What follows belongs to an exercise in optimizing a design on an open flow for small area, a short achievable clock period and few clock cycles; a production flow would make more cautious choices.
Only simulation tests tie the RTL to the original design; equivalence was not proved.
Power and IR drop assume default switching activity.

$ cat flow/run.sh
#!/bin/bash
# Standard layout, with timing repair aiming well below the 14 ns clock period
# (setup margin 8 ns), so that the achieved period is as short as the design allows.
set -euo pipefail
bash standard.sh SETUP_SLACK_MARGIN=8 finish > standard_make.log 2>&1
$ cat standard.sh
#!/bin/bash
# synth_recipe.tcl (not shown) runs the flow's synth.tcl, then flattens the netlist and writes it again
# the make line also repeats each setting of config.mk as NAME=value (left out here)
make -C /OpenROAD-flow-scripts/flow DESIGN_CONFIG=/design/flow/config.mk WORK_HOME=/design/flow/orfs CLKGATE_MAP_FILE= SYNTH_SCRIPT=/design/flow/synth_recipe.tcl "${@:-finish}"
$ cat config.mk
export PLATFORM = sky130hd
export DESIGN_NAME = FemtoRV32
export DESIGN_NICKNAME = FemtoRV32
export VERILOG_FILES = /design/flow/design.v
export SDC_FILE = /design/flow/constraint.sdc
export NUM_CORES = 4
export LEC_CHECK = 0
export CAP_MARGIN = 30
export CORE_MARGIN = 2
export CORE_UTILIZATION = 45
export SLEW_MARGIN = 20
$ cat constraint.sdc
create_clock -name core_clock -period 14.0 [get_ports {clk}]
set_input_delay 2.8000 -clock core_clock [delete_from_list [all_inputs] [get_ports {clk}]]
set_output_delay 2.8000 -clock core_clock [all_outputs]
set_load 0.01 [all_outputs]
$ cat design.v
module FemtoRV32(
   input          clk,
   output [31:0] mem_addr,   
   output [31:0] mem_wdata,  
   output  [3:0] mem_wmask,  
   input  [31:0] mem_rdata,  
   output        mem_rstrb,  
   input         mem_rbusy,  
   input         mem_wbusy,  
   input         reset       
);
   wire go = ~mem_rbusy & ~mem_wbusy;
   reg         ex;       
   reg         rr;       
   reg         wv;       
   reg  [23:2] pcW;      
   reg  [31:2] instr;
   reg  [31:0] rs1;
   reg  [31:0] rs2;
   reg         pend_ld;  
   reg         pend_md;  
   reg   [4:0] prd;      
   reg   [2:0] pf3;      
   reg   [1:0] pa;       
   wire [4:0] rdId = instr[11:7];
   wire [7:0] funct3Is = 8'b00000001 << instr[14:12];
   wire [31:0] Uimm={    instr[31],   instr[30:12], {12{1'b0}}};
   wire [31:0] Iimm={{21{instr[31]}}, instr[30:20]};
   wire [31:2] nI = rr ? instr : mem_rdata[31:2];
   wire nLoad    = (nI[6:2] == 5'b00000);
   wire nALUimm  = (nI[6:2] == 5'b00100);
   wire nStore   = (nI[6:2] == 5'b01000);
   wire nALUreg  = (nI[6:2] == 5'b01100);
   wire nBranch  = (nI[6:2] == 5'b11000);
   wire nMD      = nALUreg & nI[25];
   reg isLoad, isAUIPC, isStore, isALUreg, isLUI, isBranch, isJALR, isJAL;
   reg isALU, isMD, aluSub, selRs2, exLongI, exWbI;
   reg [4:0]  imm5;     
   reg [23:2] tgt;      
   wire [23:0] nImm = nI[3] ? {{4{nI[31]}}, nI[19:12], nI[20], nI[30:21], 1'b0} :
                      nI[4] ? {nI[23:12], 12'b0} :
                              {{12{nI[31]}}, nI[7], nI[30:25], nI[11:8], 1'b0};
   wire [23:0] nTgt = {pcW, 2'b00} + nImm;
   always @(posedge clk) begin
      if (rdOp & ~brTakenNow) tgt <= nTgt[23:2];
      if (rdOp) begin
         isLoad   <= nLoad;
         isAUIPC  <= (nI[6:2] == 5'b00101);
         isStore  <= nStore;
         isALUreg <= nALUreg;
         isLUI    <= (nI[6:2] == 5'b01101);
         isBranch <= nBranch;
         isJALR   <= (nI[6:2] == 5'b11001);
         isJAL    <= (nI[6:2] == 5'b11011);
         isALU    <= nALUimm | nALUreg;
         isMD     <= nMD;
         aluSub   <= nBranch | (nALUimm | nALUreg) & (nI[13] & ~nI[14] |
                     ~nI[14] & ~nI[13] & ~nI[12] & nI[30] & nI[5]);
         selRs2   <= nALUreg | nBranch;
         exLongI  <= nLoad | nStore | nMD;
         exWbI    <= ~(nBranch | nStore | nLoad | nMD);
         imm5     <= nStore ? nI[11:7] : nI[24:20];
      end
   end
   wire [31:0] aluIn1 = rs1;
   wire [31:0] aluIn2 = selRs2 ? rs2 : {Iimm[31:5], imm5};
   wire [32:0] aluSum = {1'b0, aluIn1} + {1'b0, aluIn2 ^ {32{aluSub}}} +
                        {32'b0, aluSub};
   wire [31:0] aluPlus = aluSum[31:0];
   wire        LTU = ~aluSum[32];
   wire        LT  = (aluIn1[31] ^ aluIn2[31]) ? aluIn1[31] : LTU;
   wire [32:0] bDiff = {1'b0, rs1} - {1'b0, rs2};
   wire        bLTU  = bDiff[32];
   wire        bLT   = (rs1[31] ^ rs2[31]) ? rs1[31] : bLTU;
   wire        bEQ   = (rs1 == rs2);
   wire [31:0] shifter_in = funct3Is[1] ?
     {aluIn1[ 0], aluIn1[ 1], aluIn1[ 2], aluIn1[ 3], aluIn1[ 4], aluIn1[ 5],
      aluIn1[ 6], aluIn1[ 7], aluIn1[ 8], aluIn1[ 9], aluIn1[10], aluIn1[11],
      aluIn1[12], aluIn1[13], aluIn1[14], aluIn1[15], aluIn1[16], aluIn1[17],
      aluIn1[18], aluIn1[19], aluIn1[20], aluIn1[21], aluIn1[22], aluIn1[23],
      aluIn1[24], aluIn1[25], aluIn1[26], aluIn1[27], aluIn1[28], aluIn1[29],
      aluIn1[30], aluIn1[31]} : aluIn1;
   /*verilator lint_off WIDTH*/
   wire [31:0] shifter =
               $signed({instr[30] & aluIn1[31], shifter_in}) >>> aluIn2[4:0];
   /*verilator lint_on WIDTH*/
   wire [31:0] leftshift = {
     shifter[ 0], shifter[ 1], shifter[ 2], shifter[ 3], shifter[ 4],
     shifter[ 5], shifter[ 6], shifter[ 7], shifter[ 8], shifter[ 9],
     shifter[10], shifter[11], shifter[12], shifter[13], shifter[14],
     shifter[15], shifter[16], shifter[17], shifter[18], shifter[19],
     shifter[20], shifter[21], shifter[22], shifter[23], shifter[24],
     shifter[25], shifter[26], shifter[27], shifter[28], shifter[29],
     shifter[30], shifter[31]};
   wire [31:0] aluOut =
     (funct3Is[0]  ? aluPlus                                         : 32'b0) |
     (funct3Is[1]  ? leftshift                                       : 32'b0) |
     (funct3Is[2]  ? {31'b0, LT}                                     : 32'b0) |
     (funct3Is[3]  ? {31'b0, LTU}                                    : 32'b0) |
     (funct3Is[4]  ? aluIn1 ^ aluIn2                                 : 32'b0) |
     (funct3Is[5]  ? shifter                                         : 32'b0) |
     (funct3Is[6]  ? aluIn1 | aluIn2                                 : 32'b0) |
     (funct3Is[7]  ? aluIn1 & aluIn2                                 : 32'b0) ;
   wire predicate =
        funct3Is[0] &  bEQ  |
        funct3Is[1] & !bEQ  |
        funct3Is[4] &  bLT  |
        funct3Is[5] & !bLT  |
        funct3Is[6] &  bLTU |
        funct3Is[7] & !bLTU ;
   wire [23:0] PCplusImm = {tgt, 2'b00};
   wire [12:0] lsLo    = {1'b0, rs1[11:0]} + {1'b0, Iimm[11:5], imm5};
   reg  [11:0] lsHiInc, lsHiDec;
   integer q;
   always @* begin
      for (q = 0; q < 12; q = q + 1) begin
         lsHiInc[q] = rs1[12+q] ^ ((rs1[23:12] & ((12'd1 << q) - 12'd1)) ==
                                   ((12'd1 << q) - 12'd1));
         lsHiDec[q] = rs1[12+q] ^ ((rs1[23:12] & ((12'd1 << q) - 12'd1)) == 12'd0);
      end
   end
   wire [11:0] lsHi    = (instr[31] ^ lsLo[12]) ? (lsLo[12] ? lsHiInc : lsHiDec) :
                                                  rs1[23:12];
   wire [23:0] loadstore_addr = {lsHi, lsLo[11:0]};
   reg  kill;
   wire exV      = ex & ~kill;     
   wire brTakenNow = exV & isBranch & predicate;
   wire redirect = exV & (isJAL | isJALR) | kill;
   wire exLS     = exV & (isLoad | isStore);
   wire exLong   = exV & exLongI;   
   reg  [33:0] hi;        
   reg   [5:0] cnt;       
   reg         mdDiv;     
   reg         msA, msB;  
   reg         dsgn;      
   reg         dbneg;     
   wire mdBusy = |cnt;
   wire mdStart = go & exV & isMD;
   wire mFirst = ~mdBusy;
   wire mLast  = (cnt == 6'd1);
   wire sA = mFirst ? (instr[14:12] == 3'd1) : msA;
   wire [32:0] mA = {sA & rs1[31], rs1};
   wire        mS = mLast & msB & rs2[7];
   wire [10:0] mb = {mS, mS, rs2[7:0], 1'b0};    
   wire [34:0] mAe = {{2{mA[32]}}, mA};
   wire [34:0] mA2 = {mA[32], mA, 1'b0};
   reg  [34:0] pp [0:4];
   reg   [4:0] pneg;
   integer j;
   always @* begin
      for (j = 0; j < 5; j = j + 1) begin
         pneg[j] = mb[2*j+2];
         pp[j] = ((mb[2*j+1] ^ mb[2*j]) ? mAe :
                  (mb[2*j+2] ^ mb[2*j+1]) ? mA2 : 35'b0) ^ {35{mb[2*j+2]}};
         pp[j][34] = ~pp[j][34];
      end
   end
   wire [33:0] hiS = mFirst ? 34'b0 : hi;
   localparam [41:0] MK = - (42'h1 << 33) - (42'h1 << 34) - (42'h1 << 36)
                          - (42'h1 << 38) - (42'h1 << 40);
   wire [41:0] mO0 = {8'b0, ~hiS[33], hiS[32:0]};
   wire [41:0] mO1 = {7'b0, pp[0]};
   wire [41:0] mO2 = {5'b0, pp[1], 1'b0, pneg[0]};
   wire [41:0] mO3 = {3'b0, pp[2], 1'b0, pneg[1], 2'b0};
   wire [41:0] mO4 = {1'b0, pp[3], 1'b0, pneg[2], 4'b0};
   wire [41:0] mO5 = {pp[4][33:0], 1'b0, pneg[3], 6'b0};
   wire [41:0] mO6 = MK | {33'b0, pneg[4], 8'b0};
   wire [41:0] mS1 = mO0 ^ mO1 ^ mO2;
   wire [41:0] mM1 = mO0 & mO1 | mO0 & mO2 | mO1 & mO2;
   wire [41:0] mC1 = {mM1[40:0], 1'b0};
   wire [41:0] mS2 = mO3 ^ mO4 ^ mO5;
   wire [41:0] mM2 = mO3 & mO4 | mO3 & mO5 | mO4 & mO5;
   wire [41:0] mC2 = {mM2[40:0], 1'b0};
   wire [41:0] mS3 = mS1 ^ mC1 ^ mS2;
   wire [41:0] mM3 = mS1 & mC1 | mS1 & mS2 | mC1 & mS2;
   wire [41:0] mC3 = {mM3[40:0], 1'b0};
   wire [41:0] mS4 = mS3 ^ mC3 ^ mC2;
   wire [41:0] mM4 = mS3 & mC3 | mS3 & mC2 | mC3 & mC2;
   wire [41:0] mC4 = {mM4[40:0], 1'b0};
   wire [41:0] mS5 = mS4 ^ mC4 ^ mO6;
   wire [41:0] mM5 = mS4 & mC4 | mS4 & mO6 | mC4 & mO6;
   wire [41:0] mC5 = {mM5[40:0], 1'b0};
   wire [41:0] mSum = mS5 + mC5;
   wire [31:0] dR = hi[31:0];
   wire [33:0] dBop  = dbneg ? {2'b11, rs2} : ~{2'b00, rs2};
   wire [33:0] dSkD  = {2'b00, dR[23:0], rs1[31:24]} + dBop + {33'b0, ~dbneg};
   wire        dSkip = (cnt[5:3] != 3'd0) & (dR[31:24] == 8'd0) & dSkD[33];
   wire [32:0] dRs   = {dR, rs1[31]};
   wire [33:0] dDiff = {1'b0, dRs} + dBop + {33'b0, ~dbneg};
   wire        dGe   = ~dDiff[33];
   wire        dRemLast = pf3[1] & (dSkip ? (cnt == 6'd8) : (cnt == 6'd1));
   wire [31:0] negRs1 = -rs1;
   wire dSigned = ~instr[12];
   wire [31:0] dA = dSigned & rs1[31] ? negRs1 : rs1;
   wire        dBz = (rs2 == 32'b0);
   wire [5:0] cntN = !reset ? 6'd0 :
                     mdStart ? (instr[14] ? (dBz ? 6'd0 : 6'd32) : 6'd3) :
                     mdBusy ? cnt - ((mdDiv & dSkip) ? 6'd8 : 6'd1) : cnt;
   always @(posedge clk) begin
      cnt <= cntN;
      if (!reset) begin
      end else if (mdStart) begin
         mdDiv <= instr[14];
         msA   <= (instr[14:12] == 3'd1);
         msB   <= (instr[14:12] == 3'd1) | (instr[14:12] == 3'd2);
         dsgn  <= dSigned & (instr[13] ? rs1[31] : (rs1[31] ^ rs2[31]) & ~dBz);
         dbneg <= dSigned & rs2[31];
         if (instr[14]) begin
            if (dBz) begin
               rs1 <= instr[13] ? dA : 32'hffffffff;
            end else begin
               hi  <= 34'b0;
               rs1 <= dA;
            end
         end else begin
            hi  <= mSum[41:8];
            rs2 <= {mSum[7:0], rs2[31:8]};
         end
      end else if (mdBusy) begin
         if (mdDiv) begin
            if (dSkip) begin
               hi  <= {2'b0, dR[23:0], rs1[31:24]};
               rs1 <= dRemLast ? {dR[23:0], rs1[31:24]} : {rs1[23:0], 8'b0};
            end else begin
               hi  <= {2'b0, dGe ? dDiff[31:0] : dRs[31:0]};
               rs1 <= dRemLast ? (dGe ? dDiff[31:0] : dRs[31:0]) :
                                 {rs1[30:0], dGe};
            end
         end else begin
            hi  <= mSum[41:8];
            rs2 <= {mSum[7:0], rs2[31:8]};
         end
      end
      if (rdOp) begin
         rs1 <= fwd1 ? wbData : rf1;
         rs2 <= fwd2 ? wbData : rf2;
      end
   end
   wire [31:0] mdResult = mdDiv ? (dsgn ? negRs1 : rs1) :
                          (pf3 == 3'd0) ? rs2 : hi[31:0];
   wire ld_byte = pf3[1:0] == 2'b00;
   wire ld_half = pf3[1:0] == 2'b01;
   wire [15:0] LOAD_halfword = pa[1] ? mem_rdata[31:16] : mem_rdata[15:0];
   wire  [7:0] LOAD_byte     = pa[0] ? LOAD_halfword[15:8] : LOAD_halfword[7:0];
   wire LOAD_sign = !pf3[2] & (ld_byte ? LOAD_byte[7] : LOAD_halfword[15]);
   wire [31:0] LOAD_data =
         ld_byte ? {{24{LOAD_sign}},     LOAD_byte} :
         ld_half ? {{16{LOAD_sign}}, LOAD_halfword} :
                   mem_rdata ;
   wire rCycle = rr & ~(pend_md & mdBusy);
   wire [31:0] exResult =
      (isLUI               ? Uimm                 : 32'b0) |
      (isALU               ? aluOut               : 32'b0) |
      (isAUIPC             ? {8'b0, PCplusImm}    : 32'b0) |
      (isJALR   | isJAL    ? {8'b0, pcW, 2'b00}   : 32'b0);    
   wire exWb = exV & exWbI;
   wire rWb  = rCycle & (pend_ld | pend_md);
   wire wbEn = exWb | rWb;                  
   wire [4:0]  wbRd   = rr ? prd : rdId;
   wire [31:0] wbData = rr ? (pend_ld ? LOAD_data : mdResult) : exResult;
   reg [31:0] registerFile [1:31];
   always @(posedge clk) begin
      if (go & wbEn & (wbRd != 5'd0))
         registerFile[wbRd] <= wbData;
   end
   wire latchDirect = (exV & ~exLong & ~redirect) | (~ex & ~rr & wv);
   wire latchPark   = exLong;
   wire rdOp = go & (latchDirect | rCycle);
   wire [4:0] ri1 = rr ? instr[19:15] : mem_rdata[19:15];
   wire [4:0] ri2 = rr ? instr[24:20] : mem_rdata[24:20];
   reg [31:0] rf1, rf2;
   integer k;
   always @* begin
      rf1 = 32'b0;
      rf2 = 32'b0;
      for (k = 1; k < 32; k = k + 1) begin
         rf1 = rf1 | ({32{ri1 == k}} & registerFile[k]);
         rf2 = rf2 | ({32{ri2 == k}} & registerFile[k]);
      end
   end
   wire fwd1 = wbEn & (wbRd == ri1) & (ri1 != 5'd0);
   wire fwd2 = wbEn & (wbRd == ri2) & (ri2 != 5'd0);
   wire fetch = (exV & ~exLong) | rCycle | (~ex & ~rr) | kill;
   wire [23:0] pcW4 = {pcW, 2'b00} + 24'd4;
   wire useLS  = exV & (isJALR | isLoad | isStore);
   wire useTgt = exV & isJAL | kill;
   wire [23:0] fetchAddr = useLS ? loadstore_addr : useTgt ? PCplusImm : pcW4;
   assign mem_addr  = {8'b0, fetchAddr};
   assign mem_rstrb = go & rqWant;
   wire mem_byteAccess     = instr[13:12] == 2'b00;
   wire mem_halfwordAccess = instr[13:12] == 2'b01;
   wire [3:0] STORE_wmask =
              mem_byteAccess      ?
                    (loadstore_addr[1] ?
                          (loadstore_addr[0] ? 4'b1000 : 4'b0100) :
                          (loadstore_addr[0] ? 4'b0010 : 4'b0001)
                    ) :
              mem_halfwordAccess ?
                    (loadstore_addr[1] ? 4'b1100 : 4'b0011) :
              4'b1111;
   assign mem_wmask = {4{go & wqWant}} & STORE_wmask;
   assign mem_wdata = mem_byteAccess     ? {4{rs2[7:0]}}  :
                      mem_halfwordAccess ? {2{rs2[15:0]}} : rs2;
   reg rqWant, wqWant;
   wire exN     = !reset ? 1'b0 : go ? latchDirect | rCycle : ex;
   wire killN   = !reset ? 1'b0 : go ? brTakenNow : kill;
   wire rrN     = !reset ? 1'b0 : go ? latchPark | (rr & ~rCycle) : rr;
   wire pendMdN = !reset ? 1'b0 : go ? (latchPark ? isMD : ~rCycle & pend_md) :
                                       pend_md;
   wire rdOpN   = reset & rdOp;
   wire nLongN  = rdOpN ? nLoad | nStore | nMD : exLongI;
   wire nLoadN  = rdOpN ? nLoad : isLoad;
   wire nStoreN = rdOpN ? nStore : isStore;
   always @(posedge clk) begin
      rqWant <= killN | (exN ? ~nLongN | nLoadN :
                                ~rrN | ~(pendMdN & (cntN != 6'd0)));
      wqWant <= ~killN & exN & nStoreN;
      kill   <= killN;
   end
   always @(posedge clk) begin
      if (!reset) begin
         ex      <= 1'b0;
         rr      <= 1'b0;
         wv      <= 1'b0;
         pend_ld <= 1'b0;
         pend_md <= 1'b0;
         pcW     <= 22'h3fffff;    
      end else if (go) begin
         if (fetch) pcW <= fetchAddr[23:2];
         wv <= fetch;
         if (latchDirect | latchPark) begin
            instr <= mem_rdata[31:2];
         end
         if (latchPark) begin
            prd     <= rdId;
            pf3     <= instr[14:12];
            pa      <= loadstore_addr[1:0];
            pend_ld <= isLoad;
            pend_md <= isMD;
         end else if (rCycle) begin
            pend_ld <= 1'b0;
            pend_md <= 1'b0;
         end
         ex <= latchDirect | rCycle;
         rr <= latchPark | (rr & ~rCycle);
      end
   end
endmodule
==> results of run 1 <==
[layer usage]
| layer | track usage, % | share of wire (%) | vias to the layer above |
|---|---|---|---|
| met3 | 21.4 | 17 | 2823 |
| met2 | 65.8 | 39 | 8501 |
| met1 | 56.5 | 33 | 37900 |
| li1 | - | - | 29700 |
| met4 | 39.1 | 11 | 38 |
| met5 | 0.403 | 0.090 | - |
[critical path, delay by kind of cell, from the launching register on]
kind	cells	cell delay, ns
mux	1	0.27
xor+xnor	1	0.19
fa+ha+maj	2	0.50
flops	1	0.41
simple gates	2	0.30
buf+inv	34	4.04
compound gates	7	1.17
[final timing paths]
kind | from | to | slack, ns | cells after the start
setup / recovery | rs1[0]$_DFFE_PP_ | pcW[15]$_SDFFE_PN1P_ | 6.99 | 47
hold / removal | wv$_SDFFE_PN0P_ | wv$_SDFFE_PN0P_ | 0.48 | 2
setup reg to reg | rs1[0]$_DFFE_PP_ | pcW[15]$_SDFFE_PN1P_ | 6.99 | 47
hold reg to reg | wv$_SDFFE_PN0P_ | wv$_SDFFE_PN0P_ | 0.48 | 2
[cells in the mapped netlist (42+ instances only)]
cell type	count	area share, %
edfxtp_1	1175	45
mux4_2	60	1.7
a22o_1	219	2.4
o21ai_0	334	2.1
fa_1	134	3.4
buf_1	83	0.39
xor2_1	58	0.64
o211ai_1	65	0.62
xnor2_1	354	3.9
ha_1	322	5.1
nor2b_1	46	0.36
nor2_1	481	2.3
mux2i_1	122	1.5
inv_1	351	1.7
a211oi_1	75	0.71
nand4_1	188	1.5
a221oi_1	256	2.8
a22oi_1	477	4.5
o22ai_1	65	0.51
nand2_1	496	2.4
a222oi_1	72	0.91
clkbuf_1	452	2.1
a31oi_1	152	1.2
nand2b_1	42	0.33
a21oi_1	383	2.4
nor3_1	122	0.77
nand3_1	189	1.2
a21o_1	81	0.77
[stage by stage]
stage	total power, mW	instances	worst slack [ns]	util (%)
after floorplan	16.1	7491	7.81	-
after global placement	21.5	9630	6.28	48.3
after detailed placement	21.6	9640	6.25	48.3
after CTS	28.2	10100	7.02	52.8
after global routing	33.8	10200	6.88	53.9
final	32.3	10200	6.99	54.0
[flip-flops by register name, indices dropped and copies added, names as in the netlist, 6 cells and up]
signal,count
pcW,22
instr,30
cnt,6
rs1,32
registerFile,992
tgt,22
rs2,32
hi,34
[what timing repair did]
| item | CTS | global route |
|---|---|---|
| resized for setup | 455 | 262 |
| endpoints found under the setup margin | 308 | 312 |
| hold endpoints to repair | 0 | 0 |
| gates cloned | 19 | 4 |
| pin swaps | 125 | 164 |
| buffers inserted | 175 | 67 |
[cell families after synthesis]
| logic type | count (synthesis) | share of synthesized area [%] |
|---|---|---|
| AO/OA/AOI/OAI | 2463 | 22.2 |
| buffers and inverters | 964 | 4.74 |
| AND/OR/NAND/NOR | 1755 | 10.5 |
| other | 1 | 0.00475 |
| adder cells (fa/ha/maj) | 456 | 8.50 |
| XOR/XNOR | 412 | 4.57 |
| flip-flops | 1211 | 45.6 |
| multiplexers | 222 | 3.97 |
[final cells by class]
type,instances,share of cell area [%]
clock inverter,74,0.909
sequential,1211,38.3
inverter,383,1.65
tap,2325,3.09
clock buffer,161,3.77
timing repair inverter,2,0.0266
multi-input combinational,5318,45.2
antenna,26,0.0692
timing repair buffer,680,6.93
[power by group through the flow]
stage	Clock (mW)	Combinational [mW]	Sequential (mW)
after floorplan	0	11.4	4.70
after global placement	0	16.6	4.84
after detailed placement	0	16.8	4.84
after CTS	3.61	19.8	4.76
after global routing	3.75	25.2	4.77
final	3.63	23.9	4.80
==> impl_results.md, run 1 <==
* Delay of the slowest critical-path stage at around 0.4 ns
* Number of synthesized register bits at 1211
* Root Buffer Master: clkbuf_16
* WP data arrival at about 7.7 ns
* Wire length of the first global-routing pass at between 500000 and 600000 um
* Clock latency of the later-clocked register in the worst-skew pair at around 0.83 ns
* Vias per std cell at just under 8
* Share of total power in the clock network at between 10% and 20%
* Die span in y at between 400 and 500 um
* Die W at between 400 and 500 um
* TritonCTS clock tree: done
* Clock edge transition at the registers on the reported setup and hold paths at 0.07 ns
* Count of antenna-violating nets left after detailed routing at 0
* Number of buffers on the longest clock path at 3
* Cell area after synthesis at around 79000 sq um
* Class of the most critical hold timing path: reg -> reg
* DRC violations left at 0
* Worst-margin pin slew at 1.33 ns
* Sw power at 15.4 mW
* Placed Area at between 80000 and 90000 sq um
* # nets final at slightly above 8000
* Total length of routed wires at 445000 um
* Aggregate global routing overflow at 0
* Number of distinct library cells after synthesis at between 90 and 100
* Placer's final routability congestion estimate at 1.09
* Worst-case vdd ir drop at between 1 and 1.5 mV
* DRC violation total after the first TritonRoute iteration at 17400
* Seq pwr share at 14.9%
* # clock sinks at roughly 1200
* DR vias at around 80000
* Start-to-end type of the worst setup path: reg -> reg
* Post-DR wirelength/cell at about 44 um
* Antenna violations before repair at 47
* Number of synthesis warnings at 2
* Initial core utilization at 45.3%
* Crit Path Max Fanout at 4
* Unrepaired setup endpoints after global routing: yes
* Most frequent cells in the layout: edfxtp_1 (1175), nand2_1 (485), a22oi_1 (474)
* Fraction of final layout cells sized beyond drive strength 1 at between 10% and 20%
* Max capacitance violation total at 0
* Headroom to the max-slew limit at ~11%
* Summed negative setup slack over all endpoints at 0 ns
* Most common library cell in the layout ignoring fill and taps: edfxtp_1
* Maximum clock rate at 0.143 GHz
* H-Tree Depth at 4
* Fraction of power spent switching nets at a little under half
* Number of flops mapped to enable cells by yosys at around 1200
* Part of the cycle the worst path needs at 50.1%
* Result of the run: complete, no violations
* Die ar. at 179000 sq um
* Number of buffers added to fix hold violations after cts at 0
* Clock period minus worst slack at 7.01 ns
* Core Region at 174000 sq um
* Cell repeated most along the worst path: buf_4
* Total iterations of the first detailed-routing run at 14
* Maximum number of pins on one net before global-route repair at between 60 and 70
* Relative contribution of combinational cells to total power at 73.9%
* # port buffers at 96
* Fill count at about 15000
* Area taken by flip-flops and latches at approximately 36000 sq um
* Setup crit end kind: flip-flop
* Hold Slack at between 0.4 and 0.5 ns
* Top FF cell, synth: edfxtp_1
* Internal cell power at about 17 mW
* Combined area of the multi-input logic cells at 42500 sq um
* Number of top-level pins at around 110
* Layout area overhead at 19.0%
* Final number of max-transition violations at 0
* TritonCTS Buffers at ~140
* # rows at about 150
* # setup viols final at 0
* Syn Inst Count at 7484
* Fraction of registers with async set or reset after synthesis at 0%
* Worst path required time at between 10 and 15 ns
* Non-Filler Cell Area, Final at roughly 94000 sq um
* Kind of start point of the critical path: flip-flop
* Power density cells at between 300 and 400 nW/um^2
* Number of hold-slack violations in the final timing report at 0
* Sequential share of the synthesized area at 45.6%
* Slowest cell on the critical path: edfxtp_1
* Dpl hpwl at 268000 um
* GRT Resource Usage Total at between 40% and 50%
* Via count of the first global-routing pass at a little over 70000
* Setup skew after layout at 0.0555 ns
* Leakage power figure at ~33 nW
* Synthesized area per cell at between 10 and 15 sq um
Testbench counts, summed over its fixed seeds: cycles 169,644.
==> run 2: changes to the inputs <==
--- a/design.v
+++ b/design.v
@@ -11,3 +11,4 @@
 );
-   wire go = ~mem_rbusy & ~mem_wbusy;
+   wire goIn = ~mem_rbusy & ~mem_wbusy;
+   wire go   = goIn & ~lsStall;
    reg         ex;       
@@ -112,2 +113,5 @@
    wire [12:0] lsLo    = {1'b0, rs1[11:0]} + {1'b0, Iimm[11:5], imm5};
+   reg         retry, dirUp;
+   wire        lsStall = exV & (isLoad | isStore | isJALR) & ~retry &
+                         (instr[31] ^ lsLo[12]);
    reg  [11:0] lsHiInc, lsHiDec;
@@ -121,4 +125,11 @@
    end
-   wire [11:0] lsHi    = (instr[31] ^ lsLo[12]) ? (lsLo[12] ? lsHiInc : lsHiDec) :
-                                                  rs1[23:12];
+   wire [11:0] lsHi    = retry ? (dirUp ? lsHiInc : lsHiDec) : rs1[23:12];
+   always @(posedge clk) begin
+      if (!reset) begin
+         retry <= 1'b0;
+      end else if (goIn) begin
+         retry <= lsStall;
+         dirUp <= lsLo[12];
+      end
+   end
    wire [23:0] loadstore_addr = {lsHi, lsLo[11:0]};
@@ -288,3 +299,5 @@
    assign mem_addr  = {8'b0, fetchAddr};
-   assign mem_rstrb = go & rqWant;
+   wire lsCand = exV & (isLoad | isStore | isJALR);
+   wire lsOK   = retry | ~(instr[31] ^ lsLo[12]);
+   assign mem_rstrb = goIn & rqWant & (~lsCand | lsOK);
    wire mem_byteAccess     = instr[13:12] == 2'b00;
@@ -300,3 +313,3 @@
               4'b1111;
-   assign mem_wmask = {4{go & wqWant}} & STORE_wmask;
+   assign mem_wmask = {4{goIn & wqWant & lsOK}} & STORE_wmask;
    assign mem_wdata = mem_byteAccess     ? {4{rs2[7:0]}}  :
--- a/config.mk
+++ b/config.mk
@@ -9,3 +9,4 @@
 export CORE_MARGIN = 2
-export CORE_UTILIZATION = 45
+export CORE_UTILIZATION = 38
 export SLEW_MARGIN = 20
+export TNS_END_PERCENT = 10
==> impl_results.md, run 2 <==
* Post-DR wirelength/cell at 42.5 um
* Placer's final routability congestion estimate at approximately 1.0
* Hold Slack at about 0.46 ns
* Clock period minus worst slack at ~6.8 ns
* Placed Area at between 80000 and 90000 sq um
* Top cell type by total area after synthesis: edfxtp_1
* Final Util at between 40% and 50%
* Via count of the first global-routing pass at 71500
* Result of the run: complete, no violations
* Endpoint of the most critical register-to-register path: rs1[23]$_DFFE_PP_
* # nets final at approximately 8000
* Seq pwr share at ~16%
* Clock edge transition at the registers on the reported setup and hold paths at around 0.060 ns
* Root Buffer Master: clkbuf_16
* Summed negative setup slack over all endpoints at 0 ns
* Dpl hpwl at around 280000 um
* Overall power after layout at 29.5 mW
* Most frequent cells in the layout: edfxtp_1 (1176), nand2_1 (519), a22oi_1 (439)
* Aggregate global routing overflow at 0
* Number of buffers on the longest clock path at 3
* DR vias at ~77000
* Count of antenna-violating nets left after detailed routing at 0
* Most flops, register: registerFile
* GRT Resource Usage Total at 40.4%
* Relative contribution of combinational cells to total power at between 70% and 80%
* Die W at between 400 and 500 um
* Area share of the largest cell type after synthesis at between 40 and 50%
* Beginning of the worst hold path: wv$_SDFFE_PN0P_
* Top cell types by occurrence after synthesis: edfxtp_1 (1176), nand2_1 (521), clkbuf_1 (446)
* Part of the cycle the worst path needs at 48.5%
* WP data arrival at between 7 and 8 ns
* Worst path required time at 14.67 ns
* Class of the most critical hold timing path: reg -> reg
* R2R depth at 13
* Unrepaired setup endpoints after global routing: yes
* Fraction of power spent switching nets at ~50%
* Setup crit end kind: flip-flop
* Critical register-to-register path startpoint: dbneg$_DFFE_PP_
* Layout area overhead at 15.9%
* Number of distinct library cells after synthesis at 96
* # setup viols final at 0
* Total length of routed wires at around 440000 um
* Place WS at 6.05 ns
* Maximum number of pins on one net before global-route repair at 66
* Antenna violations before repair at 37
* Synthesized area per cell at 10.6 sq um
* Headroom to the max-slew limit at 20.3%
* Sw power at between 10 and 15 mW
* Cell area after synthesis at roughly 79000 sq um
* Slowest cell on the critical path: clkdlybuf4s50_1
* # clock sinks at approximately 1200
* Number of top-level pins at roughly 110
* Die span in y at 459 um
* Leakage power figure at approximately 32 nW
* Top FF cell, synth: edfxtp_1
* Kind of start point of the critical path: primary input
* DRC violations left at 0
* Non-filler instance count after layout at approximately 10000
* Max capacitance violation total at 0
* Number of synthesized register bits at around 1200
* Wire length of the first global-routing pass at between 500000 and 600000 um
* Share of total power in the clock network at 12.5%
* TritonCTS Buffers at between 100 and 150
* Cell breakdown of the critical path: clkdlybuf4s50_1 > nand3b_1 > a221oi_4 > buf_4 > a221oi_1 > and4_1 > a21oi_1 > a21boi_1 > a21o_1
* Top-count cell post-synth: edfxtp_1
* Number of flops mapped to enable cells by yosys at between 1000 and 1500
* Initial core utilization at a little under two fifths
* Sequential share of the synthesized area at a little under half
* Dominant cells by area after synthesis: edfxtp_1 (45%), ha_1 (5.1%), a22oi_1 (4.2%), xnor2_1 (3.9%), a221oi_1 (3.4%)
* Start-to-end type of the worst setup path: in -> reg
* Non-Filler Cell Area, Final at slightly above 90000 sq um
* Clock latency of the later-clocked register in the worst-skew pair at between 0.8 and 0.9 ns
* Most common library cell in the layout ignoring fill and taps: edfxtp_1
* Final number of max-transition violations at 0
* Setup ws final at about 7.2 ns
* DRC violation total after the first TritonRoute iteration at 18000
* Core Region at around 210000 sq um
* Delay of the slowest critical-path stage at about 0.83 ns
* Total iterations of the first detailed-routing run at 13
* Number of hold-slack violations in the final timing report at 0
* Setup skew after layout at between 0.09 and 0.1 ns
* Regs by FF count: registerFile (992), hi (34)
* Syn Inst Count at between 7000 and 8000
* Number of synthesis warnings at 2
* Endpoint of the worst hold-timing path: wv$_SDFFE_PN0P_
* Fraction of registers with async set or reset after synthesis at 0%
* Internal cell power at approximately 15 mW
* Die ar. at approximately 210000 sq um
* Crit Path Max Fanout at 28
* TritonCTS clock tree: done
* # rows at about 170
* Maximum clock rate at 0.147 GHz
* Reg-to-reg slack, setup at between 7 and 8 ns
* Hold path depth at 2
* Flip-flop count of the largest register, all copies and words added at slightly below 1000
* Worst-case vdd ir drop at 0.868 mV
* Worst-margin pin slew at around 1.2 ns
* Vias per std cell at 7.43
* # port buffers at between 90 and 100
* Fill count at around 19000
* Fraction of final layout cells sized beyond drive strength 1 at around an eighth
* Number of cells after detailed placement at ~10000
* H-Tree Depth at 4
* Power density cells at 324 nW/um^2
## run 2: layout make-up
cell class | instances | area (sq um) | area share (%)
Clock inverter | 87 | 1090 | 1.20
Tap cell | 2704 | 3380 | 3.71
Timing Repair inverter | 3 | 21.3 | 0.0233
Timing Repair Buffer | 525 | 4790 | 5.25
Antenna cell | 26 | 65.1 | 0.0714
Inverter | 381 | 1520 | 1.67
Clock buffer | 155 | 3420 | 3.75
Multi-Input combinational cell | 5272 | 40800 | 44.8
Sequential cell | 1213 | 36100 | 39.6
## run 2: power by group through the flow
stage	clock, mW	combinational [mW]	sequential (mW)
after global routing	3.82	22.4	4.79
after floorplan	0	12.1	4.73
final	3.69	21.0	4.81
after detailed placement	0	18.1	4.85
after global placement	0	18.0	4.86
after CTS	3.68	20.1	4.78
## run 2: timing repair
| item | in CTS | in global routing |
|---|---|---|
| endpoints found under the setup margin | 302 | 181 |
| setup buffers | 60 | 5 |
| pin swaps | 50 | 9 |
| hold buffers | 0 | 0 |
| cloned | 9 | 2 |
| gates resized for setup | 275 | 20 |
| hold endpoints to repair | 0 | 0 |
## run 2: cells by family after synthesis
logic type	count (synthesis)	synth area share (%)
AOI/OAI and AO/OA	2527	23.1
and+or+nand+nor	1698	10.2
DFF	1213	45.8
buffers and inverters	951	4.73
adders and majority gates	456	8.53
xor gates and xnor gates	405	4.51
muxes	178	3.10
other	1	0.00477
## run 2: how the worst max path moves through the flow
stage	startpoint	to	slack [ns]	cells past startpoint
after global placement	rs2[0]$_DFFE_PP_	hi[16]$_DFFE_PP_	6.07	22
after CTS	rs1[0]$_DFFE_PP_	mem_wmask[0]	7.39	13
after floorplan	mem_rdata[15]	rs1[21]$_DFFE_PP_	7.67	9
final	mem_rdata[15]	rs1[27]$_DFFE_PP_	7.22	9
after global routing	rs1[0]$_DFFE_PP_	mem_wmask[0]	7.23	13
after detailed placement	rs2[0]$_DFFE_PP_	hi[16]$_DFFE_PP_	6.05	22
## run 2: routing by layer
layer | GRT usage [%] | vias up | wire length (um) | part of all wire (%)
met4 | 30.7 | 36 | 44000 | 10
met5 | 0.735 | - | 372 | 0.084
met3 | 17.2 | 2577 | 73200 | 17
met1 | 49.1 | 36900 | 148000 | 34
li1 | - | 29300 | - | -
met2 | 56.5 | 8307 | 174000 | 40
## run 2: worst max-delay path: cells and delay by family
kind | cells | cell delay [ns]
buffers and inverters | 2 | 1.62
and+or+nand+nor | 2 | 1.08
AOI/OAI and AO/OA | 5 | 1.92
Testbench counts of run 2, summed over its fixed seeds: cycles 169,644.

[static timing again, ports no longer ideal]
How much do the figures lean on ideal ports? The routed layouts below were timed once more, with nothing changed but the port constraints. Step 1 assumes that a clkbuf_16 drives the clock port and a buf_2 every other input. Step 2, shift: input delay + t, output delay - t, t = (earliest + latest rising clock arrival at the registers) / 2. This alone moves slack from input paths to output paths. Slacks: ideal / step 1 / step 2; pairs: ideal / step 1.
run	t (ns)	setup WS [ns]	clock arrival spread, ns	worst register clock-pin slew, ns	worst slew at a driven data input, ns
run 1	0.894	6.988 / 6.909 / 6.963	0.055 / 0.056	0.07 / 0.07	0.08
run 2	0.908	7.217 / 7.243 / 6.353	0.091 / 0.091	0.07 / 0.07	0.05
After both steps setup and hold are still met in every run listed. The setup slack of run 2, which loses most, moves by +0.026 ns with the drivers and by -0.864 ns with both steps.
